Source: an optimization exercise on an open RTL-to-GDS flow (aim: small area and a short achievable clock period). Production flows keep margins and buffers that such runs may drop. At most, simulation tests tie the RTL to the original design; equivalence was not proved.

// half_sigmoid
module half_sigmoid(
input rstn,
input clk,
input in_valid,
input [15:0] a,
output out_valid,
output [15:0] c
);
localparam DROWS = 2;                           
localparam DSTG  = (10 + DROWS - 1) / DROWS;    
localparam LAT   = 8 + DSTG;                    
reg [LAT:0] vpipe;
always @(posedge clk)
  if (!rstn) vpipe <= 0;
  else       vpipe <= {vpipe[LAT-1:0], in_valid};
assign out_valid = vpipe[LAT];
wire [4:0] E_i   = a[14:10];
wire       clp_i = (E_i > 5'd17);
reg  [9:0] M_0; reg [4:0] E_0; reg s_0, sp_0;
always @(posedge clk) begin
  M_0  <= clp_i ? 10'd0 : a[9:0];
  E_0  <= clp_i ? 5'd18 : E_i;
  s_0  <= a[15];
  sp_0 <= (a[15:1] == 15'h0200);
end
wire        ez_a = (E_0 == 5'd0);
wire [21:0] N_a  = {11'b0, 1'b1, M_0};
wire [21:0] t_a  = (N_a << 10) + (N_a << 9) - (N_a << 6) + (N_a << 2) + N_a;
wire        t21  = t_a[21];
wire [10:0] ym_a = ez_a ? 11'd0 : (t21 ? t_a[21:11] : t_a[20:10]);
reg [10:0] ym_1; reg [4:0] E_1; reg t21_1, sy_1, sp_1;
always @(posedge clk) begin
  ...
clock: 9.5 ns
lec_check: 0
abc_area: 1
cap_margin: 20
core_margin: 2
core_utilization: 40
gpl_timing_driven: 0
setup_slack_margin: 5
slew_margin: 20
standard.sh (not shown) runs the stock make flow with config.mk's settings and CLKGATE_MAP_FILE= SYNTH_SCRIPT=/design/flow/synth_recipe.tcl, a recipe that flattens the netlist after the stock synthesis.
==> flow/flow/run.sh <==
#!/bin/bash
# Standard ORFS layout, except that after the standard synthesis the
# combinational logic between the registers is re-mapped by ABC for area
# (flip-flops, their names and cell types are kept as synthesis made them),
# the port buffers are buf_4 cells and timing repair aims at a 3.9 ns period
# (setup margin 5.6 ns at the design's 9.5 ns clock; the SDC is unchanged).
set -euo pipefail
RES=$PWD/orfs/results/$FLOW_PLATFORM/half_sigmoid/base
YOSYS=$FLOW_HOME/../tools/install/yosys/bin/yosys
bash standard.sh synth > synth.log 2>&1
cp $RES/1_2_yosys.v $RES/1_2_yosys_std.v
LIB=$FLOW_HOME/platforms/$FLOW_PLATFORM/lib/sky130_fd_sc_hd__tt_025C_1v80.lib \
IN=$RES/1_2_yosys_std.v OUT=$RES/1_2_yosys.v TOP=$FLOW_TOP \
  $YOSYS -c flow/remap.tcl > remap.log 2>&1
bash standard.sh finish BUFFER_PORTS_ARGS="-buffer_cell sky130_fd_sc_hd__buf_4" SETUP_SLACK_MARGIN=5.6 > standard.log 2>&1
==> flow/flow/abc.constr <==
set_driving_cell sky130_fd_sc_hd__buf_1
set_load 5
==> flow/flow/remap.tcl <==
yosys -import
set lib $::env(LIB)
set dont {}
foreach c {probe_p_8 probec_p_8} { lappend dont -dont_use sky130_fd_sc_hd__$c }
lappend dont -dont_use {sky130_fd_sc_hd__lpflow_*} -dont_use {sky130_fd_sc_hd__fill_*}
read_liberty -ignore_miss_func $lib
read_verilog $::env(IN)
hierarchy -top $::env(TOP)
set seq {}
foreach m [split [string trim [tee -q -s result.string select -list-mod =A:liberty_cell]] "\n"] { }
# keep flip-flops and tie cells as cells
foreach c [split [exec grep -o {sky130_fd_sc_hd__\(df\|conb\|dl\|sdf\|ed\)[a-z0-9_]*} $::env(IN) | sort -u] "\n"] {
  if {$c ne ""} { setattr -mod -set keep_hierarchy 1 $c; lappend seq $c }
}
flatten
opt_clean
abc -liberty $lib {*}$dont -script "+strash;dch,-f;map,-D,2200;topo;buffer;upsize;dnsize;strash;dch,-f;map,-D,2200;topo;buffer;upsize;dnsize" -constr flow/abc.constr
opt_clean -purge
foreach c $seq { blackbox $c }
hierarchy -top $::env(TOP)
hilomap -singleton -hicell sky130_fd_sc_hd__conb_1 HI -locell sky130_fd_sc_hd__conb_1 LO
splitnets
opt_clean -purge
tee -o $::env(OUT).stat stat -liberty $lib
write_verilog -noattr -noexpr -nohex -nodec $::env(OUT)
==> next run, changes <==
--- a/flow/flow/remap.tcl
+++ b/flow/flow/remap.tcl
@@ -16,3 +16,3 @@
 opt_clean
-abc -liberty $lib {*}$dont -script "+strash;dch,-f;map,-D,2200;topo;buffer;upsize;dnsize;strash;dch,-f;map,-D,2200;topo;buffer;upsize;dnsize" -constr flow/abc.constr
+abc -liberty $lib {*}$dont -script "+strash;dch,-f;map,-D,2500;topo;buffer;upsize;dnsize" -constr flow/abc.constr
 opt_clean -purge
The new run finished clean.
Design area increases by 3.8%.
Area after synthesis went down by 1.3%.
Via count came out lower by 0.81%.
Global-route usage came out lower by 0.57 points.
Fmax decreases by 3.9%.
Critical path depth goes up by 5.
Hold slack improved by 4.1 ps.
Non-clock buffer count goes up by 60.
Routed wire length shrinks by 0.72%.
==> next run, changes <==
--- a/flow/flow/run.sh
+++ b/flow/flow/run.sh
@@ -4,4 +4,4 @@
 # (flip-flops, their names and cell types are kept as synthesis made them),
-# the port buffers are buf_4 cells and timing repair aims at a 3.9 ns period
-# (setup margin 5.6 ns at the design's 9.5 ns clock; the SDC is unchanged).
+# the port buffers are buf_4 cells and timing repair aims at a 3.8 ns period
+# (setup margin 5.7 ns at the design's 9.5 ns clock; the SDC is unchanged).
 set -euo pipefail
@@ -14,2 +14,2 @@
   $YOSYS -c flow/remap.tcl > remap.log 2>&1
-bash standard.sh finish BUFFER_PORTS_ARGS="-buffer_cell sky130_fd_sc_hd__buf_4" SETUP_SLACK_MARGIN=5.6 > standard.log 2>&1
+bash standard.sh finish BUFFER_PORTS_ARGS="-buffer_cell sky130_fd_sc_hd__buf_4" SETUP_SLACK_MARGIN=5.7 > standard.log 2>&1
The changed run finished clean.
Maximum frequency came out lower slightly.
Setup slack got worse by 51 ps.
First-iteration DRC count came out higher slightly.
Count of clock-buffer cells in the layout stays the same.
==> next run, changes <==
--- a/flow/flow/run.sh
+++ b/flow/flow/run.sh
@@ -4,4 +4,4 @@
 # (flip-flops, their names and cell types are kept as synthesis made them),
-# the port buffers are buf_4 cells and timing repair aims at a 3.8 ns period
-# (setup margin 5.7 ns at the design's 9.5 ns clock; the SDC is unchanged).
+# the port buffers are buf_4 cells and timing repair aims at a 3.9 ns period
+# (setup margin 5.6 ns at the design's 9.5 ns clock; the SDC is unchanged).
 set -euo pipefail
@@ -14,2 +14,2 @@
   $YOSYS -c flow/remap.tcl > remap.log 2>&1
-bash standard.sh finish BUFFER_PORTS_ARGS="-buffer_cell sky130_fd_sc_hd__buf_4" SETUP_SLACK_MARGIN=5.7 > standard.log 2>&1
+bash standard.sh finish BUFFER_PORTS_ARGS="-buffer_cell sky130_fd_sc_hd__buf_4" SETUP_SLACK_MARGIN=5.6 > standard.log 2>&1
--- a/flow/flow/remap.tcl
+++ b/flow/flow/remap.tcl
@@ -16,3 +16,3 @@
 opt_clean
-abc -liberty $lib {*}$dont -script "+strash;dch,-f;map,-D,2500;topo;buffer;upsize;dnsize" -constr flow/abc.constr
+abc -liberty $lib {*}$dont -script "+strash;dch,-f;map,-D,2000;topo;buffer;upsize;dnsize" -constr flow/abc.constr
 opt_clean -purge
Wire length is higher by a few percent.
Die area is higher by a few percent.
Utilization is lower by 4.5 points.
Count of clock-buffer cells in the layout is higher by 2.
First-iteration DRC count is lower slightly.
Clock skew is lower by 3.2 ps.
Hold slack gets better by 7.8 ps.
Setup slack gets better by 130 ps.
Final area is lower by a few percent.


== v22 ==
Another version of the RTL of half_sigmoid (not shown whole).
Size: ~4200 cells after synthesis, ~36 I/O pins, about 0.027 mm^2 of cells after synthesis.
Settings: LEC_CHECK=0, ABC_AREA=1, CAP_MARGIN=20, CORE_MARGIN=2, CORE_UTILIZATION=40, GPL_TIMING_DRIVEN=0, SETUP_SLACK_MARGIN=5, SLEW_MARGIN=20; clock period 9.5 ns.
==> flow/flow/run.sh <==
#!/bin/bash
# Standard ORFS layout, except that after the standard synthesis the
# combinational logic between the registers is re-mapped by ABC for area
# (flip-flops, their names and cell types are kept as synthesis made them),
# the port buffers are buf_4 cells and timing repair aims at a 3.9 ns period
# (setup margin 5.6 ns at the design's 9.5 ns clock; the SDC is unchanged).
set -euo pipefail
RES=$PWD/orfs/results/$FLOW_PLATFORM/half_sigmoid/base
YOSYS=$FLOW_HOME/../tools/install/yosys/bin/yosys
bash standard.sh synth > synth.log 2>&1
cp $RES/1_2_yosys.v $RES/1_2_yosys_std.v
LIB=$FLOW_HOME/platforms/$FLOW_PLATFORM/lib/sky130_fd_sc_hd__tt_025C_1v80.lib \
IN=$RES/1_2_yosys_std.v OUT=$RES/1_2_yosys.v TOP=$FLOW_TOP \
  $YOSYS -c flow/remap.tcl > remap.log 2>&1
bash standard.sh finish BUFFER_PORTS_ARGS="-buffer_cell sky130_fd_sc_hd__buf_4" SETUP_SLACK_MARGIN=5.6 > standard.log 2>&1
==> flow/flow/remap.tcl <==
yosys -import
set lib $::env(LIB)
set dont {}
foreach c {probe_p_8 probec_p_8} { lappend dont -dont_use sky130_fd_sc_hd__$c }
lappend dont -dont_use {sky130_fd_sc_hd__lpflow_*} -dont_use {sky130_fd_sc_hd__fill_*}
read_liberty -ignore_miss_func $lib
read_verilog $::env(IN)
hierarchy -top $::env(TOP)
set seq {}
foreach m [split [string trim [tee -q -s result.string select -list-mod =A:liberty_cell]] "\n"] { }
# keep flip-flops and tie cells as cells
foreach c [split [exec grep -o {sky130_fd_sc_hd__\(df\|conb\|dl\|sdf\|ed\)[a-z0-9_]*} $::env(IN) | sort -u] "\n"] {
  if {$c ne ""} { setattr -mod -set keep_hierarchy 1 $c; lappend seq $c }
}
flatten
opt_clean
abc -liberty $lib {*}$dont -script "+strash;dch,-f;map,-D,2500;topo;buffer;upsize;dnsize" -constr flow/abc.constr
opt_clean -purge
foreach c $seq { blackbox $c }
hierarchy -top $::env(TOP)
hilomap -singleton -hicell sky130_fd_sc_hd__conb_1 HI -locell sky130_fd_sc_hd__conb_1 LO
splitnets
opt_clean -purge
tee -o $::env(OUT).stat stat -liberty $lib
write_verilog -noattr -noexpr -nohex -nodec $::env(OUT)
Scripts as last shown in full above: flow/flow/abc.constr
v22 | status: complete | timing, DRC, antenna: pass
What v10 does differently from v22 at the input level:
--- a/flow/flow/run.sh
+++ b/flow/flow/run.sh
@@ -3,5 +3,3 @@
 # combinational logic between the registers is re-mapped by ABC for area
-# (flip-flops, their names and cell types are kept as synthesis made them),
-# the port buffers are buf_4 cells and timing repair aims at a 3.9 ns period
-# (setup margin 5.6 ns at the design's 9.5 ns clock; the SDC is unchanged).
+# (flip-flops, their names and cell types are kept as synthesis made them).
 set -euo pipefail
@@ -14,2 +12,2 @@
   $YOSYS -c flow/remap.tcl > remap.log 2>&1
-bash standard.sh finish BUFFER_PORTS_ARGS="-buffer_cell sky130_fd_sc_hd__buf_4" SETUP_SLACK_MARGIN=5.6 > standard.log 2>&1
+bash standard.sh finish BUFFER_PORTS_ARGS="-buffer_cell sky130_fd_sc_hd__buf_4" SETUP_SLACK_MARGIN=5.7 > standard.log 2>&1
--- a/flow/flow/remap.tcl
+++ b/flow/flow/remap.tcl
@@ -16,3 +16,3 @@
 opt_clean
-abc -liberty $lib {*}$dont -script "+strash;dch,-f;map,-D,2500;topo;buffer;upsize;dnsize" -constr flow/abc.constr
+abc -liberty $lib {*}$dont -script "+strash;dch,-f;map,-D,3000;topo;buffer;upsize;dnsize" -constr flow/abc.constr
 opt_clean -purge
Findings:
On relative area of clock buffers and inverters in the final design: v10 sits below v22.
Count of plain and timing-repair buffers came out higher on v10 than on v22.
Highest clock frequency the design can meet: v10 vs v22 down 9.4%
Min least setup slack across all paths after layout across v10 and v22: v10
Number of inverters outside the clock class in the layout for v10 is higher than for v22.
Transition time at the pin with the least slew margin: v10 > v22
Per the comparison of v10 with v22, wire length of the first global-routing pass went up, sequential share of cell area lower, final critical-path required period went up 0.38 ns.
Modified inputs, v34 compared to v10
Settings: CORE_UTILIZATION changed from 40 to 60.
--- a/flow/flow/remap.tcl
+++ b/flow/flow/remap.tcl
@@ -16,3 +16,3 @@
 opt_clean
-abc -liberty $lib {*}$dont -script "+strash;dch,-f;map,-D,3000;topo;buffer;upsize;dnsize" -constr flow/abc.constr
+abc -liberty $lib {*}$dont -script "+strash;dch,-f;map,-D,2500;topo;buffer;upsize;dnsize" -constr flow/abc.constr
 opt_clean -purge
Results
The clock skew after layout of v10 and that of v34 are within noise of each other. v10 -> v34: clock buffer count decreased slightly. The largest driver fanout on the critical path in v34 sits 3 above the value recorded for v10. From v10 to v34 the numbers moved as follows: number of instances in the synthesized netlist picked up an extra about 2.3%, weighted congestion reported at the end of routability-driven placement went up.


## run 1
Another version of the RTL of half_sigmoid (not shown whole).
For scale: ~5,000 cells after synthesis.
==> flow/config.mk <==
export PLATFORM = sky130hd
export DESIGN_NAME = half_sigmoid
export DESIGN_NICKNAME = half_sigmoid
export VERILOG_FILES = /design/flow/design.v
export SDC_FILE = /design/flow/constraint.sdc
export NUM_CORES = 8
export LEC_CHECK = 0
export ABC_AREA = 1
export CAP_MARGIN = 20
export CORE_MARGIN = 2
export CORE_UTILIZATION = 40
export SETUP_SLACK_MARGIN = 5
export SLEW_MARGIN = 20
==> flow/constraint.sdc <==
create_clock -name core_clock -period 9.5 [get_ports {clk}]
set_input_delay 1.9000 -clock core_clock [delete_from_list [all_inputs] [get_ports {clk}]]
set_output_delay 1.9000 -clock core_clock [all_outputs]
set_load 0.01 [all_outputs]
==> flow/flow/run.sh <==
#!/bin/bash
# Standard ORFS layout, except that after the standard synthesis the
# combinational logic between the registers is re-mapped by ABC for area
# (flip-flops, their names and cell types are kept as synthesis made them).
set -euo pipefail
RES=$PWD/orfs/results/$FLOW_PLATFORM/half_sigmoid/base
YOSYS=$FLOW_HOME/../tools/install/yosys/bin/yosys
bash standard.sh synth > synth.log 2>&1
cp $RES/1_2_yosys.v $RES/1_2_yosys_std.v
LIB=$FLOW_HOME/platforms/$FLOW_PLATFORM/lib/sky130_fd_sc_hd__tt_025C_1v80.lib \
IN=$RES/1_2_yosys_std.v OUT=$RES/1_2_yosys.v TOP=$FLOW_TOP \
  $YOSYS -c flow/remap.tcl > remap.log 2>&1
bash standard.sh > standard.log 2>&1
==> flow/flow/remap.tcl <==
yosys -import
set lib $::env(LIB)
set dont {}
foreach c {probe_p_8 probec_p_8} { lappend dont -dont_use sky130_fd_sc_hd__$c }
lappend dont -dont_use {sky130_fd_sc_hd__lpflow_*} -dont_use {sky130_fd_sc_hd__fill_*}
read_liberty -ignore_miss_func $lib
read_verilog $::env(IN)
hierarchy -top $::env(TOP)
set seq {}
foreach m [split [string trim [tee -q -s result.string select -list-mod =A:liberty_cell]] "\n"] { }
# keep flip-flops and tie cells as cells
foreach c [split [exec grep -o {sky130_fd_sc_hd__\(df\|conb\|dl\|sdf\|ed\)[a-z0-9_]*} $::env(IN) | sort -u] "\n"] {
  if {$c ne ""} { setattr -mod -set keep_hierarchy 1 $c; lappend seq $c }
}
flatten
opt_clean
abc -liberty $lib {*}$dont -script "+strash;dch,-f;map,-B,0.9;topo"
opt_clean -purge
foreach c $seq { blackbox $c }
hierarchy -top $::env(TOP)
hilomap -singleton -hicell sky130_fd_sc_hd__conb_1 HI -locell sky130_fd_sc_hd__conb_1 LO
splitnets
opt_clean -purge
tee -o $::env(OUT).stat stat -liberty $lib
write_verilog -noattr -noexpr -nohex -nodec $::env(OUT)
In summary, run 1 completed successfully, with a layout that passed the timing, design-rule and antenna checks.
Inputs modified between run 1 and run 2:
-- flow/flow/remap.tcl --
<<< run 1, line 15
flatten
opt_clean
abc -liberty $lib {*}$dont -script "+strash;dch,-f;map,-B,0.9;topo"
opt_clean -purge
foreach c $seq { blackbox $c }
>>> run 2, line 15
flatten
opt_clean
abc -liberty $lib {*}$dont -script "+strash;dc2;dch,-f;map,-B,0.9;topo"
opt_clean -purge
foreach c $seq { blackbox $c }
## What came out
Sort run 1 and run 2 by met1 routing resource usage after global routing, descending, and run 2 comes first. A end point of the critical path of c_r[2]$_SDFF_PP0_ is what run 1 shows, while c_r[3]$_SDFF_PP0_ belongs to run 2. Sequential share of layout area ends up lower on run 1. The worst-margin pin slew of run 2 exceeds that of run 1 by 69 ps. On multi-input gate share of total cell area: between run 1 and run 2, it ends up higher for run 1. Fraction of the cycle the final worst path needs in run 2 vs run 1: up 2.4 points. Taking run 1 as the reference, in run 2 number of non-clock buffers in the layout now sits higher, total routed wirelength now sits lower, final net count now sits lower. Run 1 leaves more setup margin than run 2. Between run 1 and run 2, the met2 global-route usage is higher for run 1.
diff inputs: run 2 => run 3
==> flow/run.sh (new file) <==
#!/bin/bash
# synth_recipe.tcl (not shown) runs the flow's synth.tcl, then flattens the netlist and writes it again
# the make line also repeats each setting of config.mk as NAME=value (left out here)
make -C /OpenROAD-flow-scripts/flow DESIGN_CONFIG=/design/flow/config.mk WORK_HOME=/design/flow/orfs CLKGATE_MAP_FILE= SYNTH_SCRIPT=/design/flow/synth_recipe.tcl finish
removed: flow/flow/run.sh
removed: flow/flow/remap.tcl
removed: flow/standard.sh
- Diff run 3..run 2 | area taken by flip-flops and latches | negligible
- Run 3: worst setup slack after layout is 200 ps higher than what run 2 reported.
- Against run 2, area of the multi-input gates in run 3 rose by more than 10%.
- Diff run 2 and run 3: post-detailed-placement half-perimeter wirelength lower in run 2
[inputs] run 4 vs run 3
==> flow/flow/run.sh (new file) <==
#!/bin/bash
# standard layout, with timing repair aimed at a 3.5 ns period (setup margin 6 ns at 9.5 ns)
bash standard.sh finish SETUP_SLACK_MARGIN=6 > standard.log 2>&1
==> flow/standard.sh (new file) <==
#!/bin/bash
# synth_recipe.tcl (not shown) runs the flow's synth.tcl, then flattens the netlist and writes it again
# the make line also repeats each setting of config.mk as NAME=value (left out here)
make -C /OpenROAD-flow-scripts/flow DESIGN_CONFIG=/design/flow/config.mk WORK_HOME=/design/flow/orfs CLKGATE_MAP_FILE= SYNTH_SCRIPT=/design/flow/synth_recipe.tcl "${@:-finish}"
removed: flow/run.sh
## What came out
- Run 4 contains more vias than run 3.
- Run 4 vs run 3, worst setup slack went up by 310 ps.
- Delta (run 4 minus run 3): vias per cell went up, number of distinct library cells after synthesis did not really move, setup skew after layout went up, area taken by flip-flops and latches went up.
- Looking at share of the final layout cell area in multi-input gates across run 3 and run 4, the one that comes out lower is run 4.
- The lower placement-stage worst setup slack of run 3 and run 4 is in run 3.
- The number of cells traversed by the worst register-to-register path of run 4 is higher than that of run 3.
- Post-synthesis to final-layout area growth was lower in run 3 than in run 4.
- The standard cell with the maximum stage delay on the critical path comes out dfxtp_2 in one run and dfxtp_1 in the other, namely in run 4 and run 3 respectively.
No functional check of the RTL was part of any run of this note.

what the ideal ports hide:
In the flow no input, the clock included, has a driving cell. The finished layouts below were timed again as built, in two steps. Step 1 assumes that a clkbuf_16 drives the clock port and a buf_2 every other input. Step 2 adds t to the input delays and takes it off the output delays; t is the mean of the earliest and latest rising clock arrival at the registers after step 1. Input paths then give back, and output paths get back, about the clock's delay inside the block. a / b / c = no drivers / after step 1 / after step 2; a / b = the first two.
| run | t (ns) | setup WS [ns] | worst setup path at the end | slew at the worst register clock pin (ns) | cell pins on the clock port's net |
|---|---|---|---|---|---|
| the first run of note 1 | 0.635 | 5.854 / 5.854 / 5.854 | register to register | 0.07 / 0.07 | 1 |
| the second run of note 1 | 0.635 | 5.706 / 5.706 / 5.706 | register to register | 0.07 / 0.07 | 1 |
| the third run of note 1 | 0.639 | 5.655 / 5.655 / 5.655 | register to register | 0.07 / 0.07 | 1 |
| the fourth run of note 1 | 0.634 | 5.787 / 5.787 / 5.787 | register to register | 0.06 / 0.06 | 1 |
| v22 | 0.661 | 5.850 / 5.850 / 5.850 | register to register | 0.08 / 0.08 | 1 |
| v10 | 0.634 | 5.473 / 5.473 / 5.473 | register to register | 0.07 / 0.07 | 1 |
| v34 | 0.641 | 5.602 / 5.602 / 5.602 | register to register | 0.06 / 0.06 | 1 |
| run 1 | 0.665 | 5.292 / 5.292 / 5.292 | register to register | 0.07 / 0.07 | 1 |
| run 2 | 0.654 | 5.060 / 5.060 / 5.060 | register to register | 0.06 / 0.06 | 1 |
| run 3 | 0.668 | 5.256 / 5.256 / 5.256 | register to register | 0.06 / 0.06 | 1 |
| run 4 | 0.673 | 5.565 / 5.565 / 5.565 | register to register | 0.07 / 0.07 | 1 |
After both steps every run listed still meets setup and hold.
